From an optimization exercise on the open Yosys and OpenROAD flow, aimed at small area, a short achievable clock period and few clock cycles per item; shortcuts taken in it are not production practice. RTL that was checked went through simulation tests only; none was proved equivalent to the original.

Setup of run 1:
==> module atan, before the edit <==
module atan
(
    input                       clk         ,
    input                       rst_n       ,
    input                       trig        ,
    output                      vld         ,
    input       signed  [16:0]  para_in     ,
    output      signed  [11:0]  atany
);
reg         busy;
reg         vld_r;
reg  [7:0]  clr;     
wire [7:0]  h = clr & ~{1'b0, clr[7:1]};    
reg  [18:0] x;
reg  [19:0] z;
reg  [8:0]  dsr;     
always @(posedge clk or negedge rst_n)
    if (!rst_n) begin
        busy  <= 1'b0;
        vld_r <= 1'b0;
    end else begin
        busy  <= trig | (busy & ~clr[7]);
        vld_r <= busy & clr[7];
    end
assign vld = vld_r;
wire        s   = para_in[16];
wire [18:0] p4  = {para_in, 2'b00};
wire [18:0] y0  = s ? p4 + 19'd1024 : p4 - 19'd1024;
wire [18:0] x0  = s ? 19'd1024 - p4 : 19'd1024 + p4;
wire        d   = ~z[19];
wire [18:0] xm  = {x[18:8], x[7:0] & ~clr};
wire [19:0] zn  = {z[18:0], 1'b0} + ({1'b0, xm} ^ {20{d}}) + d;
wire [34:0] ze  = {{15{z[19]}}, z};
reg  [18:0] ty;
integer i, j;
always @(*) begin
    ty = 19'd0;
    for (i = 0; i < 8; i = i + 1)
        for (j = 0; j < 19; j = j + 1)
            ty[j] = ty[j] | (h[i] & ze[j + 2*i + 1]);
end
wire [18:0] xn  = x + (ty ^ {19{~d}}) + !d;
always @(posedge clk) begin
    clr <= trig ? 8'd1 : {clr[6:0], 1'b1};
    x   <= trig ? x0 : xn;
    z   <= trig ? {y0[18], y0} : zn;
    dsr <= {dsr[7:0], trig ? s : d};
end
wire       d8  = ~z[19];
wire [9:0] y9a = z[17:8] - x[18:9];
wire [9:0] y9b = z[17:8] + x[18:9];
wire       d9  = d8 ? ~y9a[9] : ~y9b[9];
reg  [11:0] e;
always @(*)
    case (dsr[8:5])
        4'b0000: e = 12'd3920;
        4'b0001: e = 12'd78;
        4'b0010: e = 12'd326;
        4'b0011: e = 12'd580;
        4'b0100: e = 12'd774;
        4'b0101: e = 12'd1028;
        4'b0110: e = 12'd1276;
        4'b0111: e = 12'd1530;
        4'b1000: e = 12'd2312;
        4'b1001: e = 12'd2566;
        4'b1010: e = 12'd2814;
        4'b1011: e = 12'd3068;
        4'b1100: e = 12'd3262;
        4'b1101: e = 12'd3516;
        4'b1110: e = 12'd3764;
        default: e = 12'd4018;
    endcase
wire [11:0] e0 = e + {4'd0, dsr[4:0], d8, 2'b00};
wire [11:0] e1 = e0 + 12'd2;
assign atany = d9 ? e1 : e0;
endmodule
==> flow/config.mk <==
export PLATFORM = sky130hd
export DESIGN_NAME = atan
export DESIGN_NICKNAME = atan
export VERILOG_FILES = /design/flow/design.v
export SDC_FILE = /design/flow/constraint.sdc
export NUM_CORES = 4
export LEC_CHECK = 0
export CAP_MARGIN = 20
export CORE_MARGIN = 2
export CORE_UTILIZATION = 40
export SETUP_SLACK_MARGIN = 3
export SLEW_MARGIN = 20
==> flow/constraint.sdc <==
create_clock -name core_clock -period 6.0 [get_ports {clk}]
set_input_delay 1.2000 -clock core_clock [delete_from_list [all_inputs] [get_ports {clk}]]
set_output_delay 1.2000 -clock core_clock [all_outputs]
set_load 0.01 [all_outputs]
run.sh (not shown) runs the stock make flow with config.mk's settings and CLKGATE_MAP_FILE= SYNTH_SCRIPT=/design/flow/synth_recipe.tcl, a recipe that flattens the netlist after the stock synthesis.
Setup changes, run 1 to run 2
==> flow/design.v <==
module atan
(
    input                       clk         ,
    input                       rst_n       ,
    input                       trig        ,
    output                      vld         ,
    input       signed  [16:0]  para_in     ,
    output      signed  [11:0]  atany
);
reg         busy;
reg         vld_r;
reg  [8:1]  clr;     
reg  [18:0] x;
reg  [19:2] z;
reg  [11:0] acc;     
wire [8:0]  ct  = {clr, 1'b1};
wire [8:0]  h   = ct & ~{1'b0, ct[8:1]};      
always @(posedge clk or negedge rst_n)
    if (!rst_n) begin
        busy  <= 1'b0;
        vld_r <= 1'b0;
    end else begin
        busy  <= trig | (busy & ~clr[8]);
        vld_r <= busy & clr[8];
    end
assign vld = vld_r;
wire        s   = para_in[16];
wire [18:0] p4  = {para_in, 2'b00};
wire [18:0] y0  = s ? p4 + 19'd1024 : p4 - 19'd1024;
wire [18:0] x0  = s ? 19'd1024 - p4 : 19'd1024 + p4;
wire        d   = ~z[19];
wire [19:0] zf  = {z, 2'b00};
wire [18:0] xm  = {x[18:1] & {10'h3FF, ~clr}, 1'b0};
wire [19:0] zn  = {zf[18:0], 1'b0} + ({1'b0, xm} ^ {20{d}}) + d;
wire [34:0] ze  = {{15{zf[19]}}, zf};
reg  [18:0] ty;
integer i, j;
always @(*) begin
    ty = 19'd0;
    for (i = 0; i < 8; i = i + 1)
        for (j = 0; j < 19; j = j + 1)
            ty[j] = ty[j] | (h[i] & ze[j + 2*i + 1]);
end
wire [18:0] xn  = x + (ty ^ {19{~d}}) + !d;
wire [11:0] k2  = ({12{h[0]}} & 12'd950) | ({12{h[1]}} & 12'd502) | ({12{h[2]}} & 12'd254)
                | {4'd0, h[3], h[4], h[5], h[6], h[7], h[8], 2'd0};
wire [11:0] accn = acc + (k2 & {12{d}});
always @(posedge clk) begin
    clr <= trig ? 8'd0 : {clr[7:1], 1'b1};
    x   <= trig ? x0 : xn;
    z   <= trig ? {y0[18], y0[18:2]} : zn[19:2];
    acc <= trig ? (s ? 12'd2312 : 12'd3920) : accn;
end
wire        d9 = ~z[19];
wire [11:0] a1 = acc + 12'd2;
assign atany = d9 ? a1 : acc;
endmodule
Findings:
Between run 1 and run 2, the half-perimeter wire length after detailed placement figures differ only marginally.
Diff run 1 -> run 2: total of clock buffers placed in the layout rose by 4, share of post-route cells with drive strength above 1 fell by 1.3 points, aggregate negative setup slack stayed essentially flat, core utilization rose by 1.7 points.
atany[9] as the last element of the critical path was reported by run 1, and x[16]$_DFF_P_ by run 2.
Going from run 1 to run 2, number of sequential cells decreased by about 11% relative to the old numbers, clock network area share increased by 0.66 points relative to the old numbers.
Filler cell count in the final layout of run 2 falls short of that of run 1 by a little under 10%.
The length of routed wiring on met1 was comparable across run 1 and run 2.
Run 2 finished every stage and its layout cleared the timing, design-rule and antenna checks.
In the flow results for run 1 and run 2, the via count of the first global-routing pass is larger on run 2.
Final cell area: run 2 below run 1
Testbench counts of run 2, summed over its fixed seeds: cycles 24,008, items 2,400.
For run 1, only the layout was checked, not whether the RTL still works.

[separate check: timing with driven ports]
In the flow no input, the clock included, has a driving cell. The finished layouts below were timed again as built, in two steps. Step 1 assumes that a clkbuf_16 drives the clock port and a buf_2 every other input. Step 2 times the ports against the registers' clock, not the clock port: input delays grow and output delays shrink by t, the midpoint of the rising clock arrivals with the driver on. Three values: no drivers, after step 1, after step 2; two values: the first two.
run | t, ns | setup WS [ns] | worst register clock-pin slew, ns | pins driven straight from the clock port
run 1 | 0.379 | 1.776 / 1.735 / 2.113 | 0.06 / 0.06 | 1
run 2 | 0.376 | 2.764 / 2.764 / 2.512 | 0.06 / 0.06 | 1
After both steps setup and hold are still met in every run listed. For run 2, which loses most, drivers alone change the setup slack by 0.000 ns; drivers and shift together by -0.252 ns.
